From an optimization exercise on the open Yosys and OpenROAD flow, aimed at a short achievable clock period and few clock cycles; shortcuts taken in it are not production practice. Power and IR drop assume default switching activity.

==> 12-14 <==
// cpu
module cpu (
  input  logic        clk,
  input  logic        reset,
  output logic [31:0] imem_addr,
  input  logic [31:0] imem_rdata,
  output logic [31:0] dmem_addr,
  output logic [31:0] dmem_wdata,
  output logic [3:0]  dmem_wstrb,
  input  logic [31:0] dmem_rdata
);
export LEC_CHECK = 0
export ABC_CLOCK_PERIOD_IN_PS = 2500
export CAP_MARGIN = 20
export CORE_MARGIN = 2
export CORE_UTILIZATION = 40
export SLEW_MARGIN = 20
export TNS_END_PERCENT = 5
create_clock -name core_clock -period 12.0 [get_ports {clk}]
standard.sh (not shown) runs the stock make flow with config.mk's settings and CLKGATE_MAP_FILE= SYNTH_SCRIPT=/design/flow/synth_recipe.tcl, a recipe that flattens the netlist after the stock synthesis.
==> flow/flow/run.sh <==
#!/bin/bash
# Standard layout, with timing repair aimed well below the 12 ns constraint:
# the repair steps treat any path with less than SETUP_SLACK_MARGIN ns of slack
# as failing, so they size and buffer the design for a shorter period.
set -euo pipefail
bash standard.sh SETUP_SLACK_MARGIN=8.5 finish > standard.log 2>&1
==> inputs of 02-06, as changes to 12-14 <==
--- a/flow/design.v
+++ b/flow/design.v
@@ -531,17 +531,17 @@
         endcase
       end else begin
         wstrb_m <= 4'h0;
       end
       v_w <= v_m;
     end
   end
   always_ff @(posedge clk) begin
-    if (!stall_d) begin
+    if (!stall_d || redir_e) begin
       ir_d <= imem_rdata;
       pc_d <= pc_f;
     end
     rd_e     <= rd_d;
     wr_e     <= wr_d;
     ld_e     <= is_ld;
     st_e     <= is_st;
     br_e     <= is_br;
==> flow/run.sh (new file) <==
#!/bin/bash
# synth_recipe.tcl (not shown) runs the flow's synth.tcl, then flattens the netlist and writes it again
# the make line also repeats each setting of config.mk as NAME=value (left out here)
make -C /OpenROAD-flow-scripts/flow DESIGN_CONFIG=/design/flow/config.mk WORK_HOME=/design/flow/orfs CLKGATE_MAP_FILE= SYNTH_SCRIPT=/design/flow/synth_recipe.tcl finish
==> flow/config.mk (replaced) <==
export PLATFORM = sky130hd
export DESIGN_NAME = cpu
export DESIGN_NICKNAME = cpu
export VERILOG_FILES = /design/flow/design.v
export SDC_FILE = /design/flow/constraint.sdc
export NUM_CORES = 4
export LEC_CHECK = 0
export ABC_CLOCK_PERIOD_IN_PS = 2500
export CAP_MARGIN = 20
export CORE_MARGIN = 2
export CORE_UTILIZATION = 40
export SETUP_SLACK_MARGIN = 0.5
export SLEW_MARGIN = 20
removed: flow/flow/run.sh
removed: flow/standard.sh
==> comparison <==
02-06 completed with no timing, DRC or antenna violations. 12-14 completed with no timing, DRC or antenna violations.
Against 12-14, the global-route usage of 02-06 is lower by 1.5 points.
Non-clock buffer count: 12-14 is higher than 02-06 (167).
In 02-06 the cell count is lower than in 12-14, by 1.7%.
Of 02-06 and 12-14, 02-06 has the higher sequential power (gap about 0.7%, measured against 12-14).
In critical path depth, 12-14 and 02-06 do not differ.
Between 12-14 and 02-06, the lower sequential share of layout area is in 12-14 (gap 1.4 points).
In 02-06 the core utilization is lower than in 12-14, by 1.8 points.
Against 02-06, the register-to-register slack of 12-14 is higher by 1.5 ns.
Clock power: 02-06 is smaller than 12-14 (about 4%).
==> figures <==
Cell Count Post-Placement: 02-06 9009; 12-14 8982
Routed length per instance: 02-06 32.9 um; 12-14 33.7 um
Xor-xnor portion of the synthesized cell area: 02-06 2.16%; 12-14 2.23%
Worst reg-to-reg path cell count: 02-06 9; 12-14 15
Mean cell area of the mapped netlist: 02-06 12.4 sq um; 12-14 12.4 sq um
Ratio of layout area to synthesized area: 02-06 1.121x; 12-14 1.166x
Detail Route met2 WL: 02-06 140000 um; 12-14 141000 um
Status: 02-06 complete, no violations; 12-14 complete, no violations
DRT iter0 DRCs: 02-06 9157; 12-14 9518
Seq area share: 02-06 45.1%; 12-14 43.7%
Initial Util: 02-06 40.3%; 12-14 40.3%
Inserted Clock Buffers: 02-06 167; 12-14 166
Post_cts resized: 02-06 0; 12-14 512
Seq group: 02-06 6140 uW; 12-14 6100 uW
Final setup slack of the worst path: 02-06 6.59 ns; 12-14 8.03 ns
M2 GR Usage: 02-06 45.1%; 12-14 45.3%
Clock network fraction of design power: 02-06 38.2%; 12-14 38.7%
Die Span X: 02-06 456 um; 12-14 455 um
Number of global-route vias before repair: 02-06 57400; 12-14 58400
No functional check of the RTL was part of any run of this note.

[re-timing with driven ports]
The flow's constraints put no driver on any port. The routed layouts listed below were extracted and timed again, unchanged, in two steps.
Step 1, drivers: a clkbuf_16 drives clk and a buf_2 each remaining input, both assumed.
Step 2 adds t to the input delays and takes it off the output delays; t is the mean of the earliest and latest rising clock arrival at the registers after step 1. Input paths then give back, and output paths get back, about the clock's delay inside the block.
Three values: ideal ports, drivers, drivers and shift; two values: the first two.
run	shift t [ns]	setup WS [ns]	worst hold slack (ns)	worst setup path at the end	slew at the worst register clock pin (ns)
12-14	0.909	8.026 / 8.068 / 7.177	0.299 / 0.299 / 0.299	input to register	0.07 / 0.07
02-06	0.910	6.588 / 6.635 / 5.740	0.327 / 0.327 / 0.327	input to register	0.07 / 0.07
After both steps every run listed still meets setup and hold. For 12-14, which loses most, drivers alone change the setup slack by +0.042 ns; drivers and shift together by -0.849 ns.
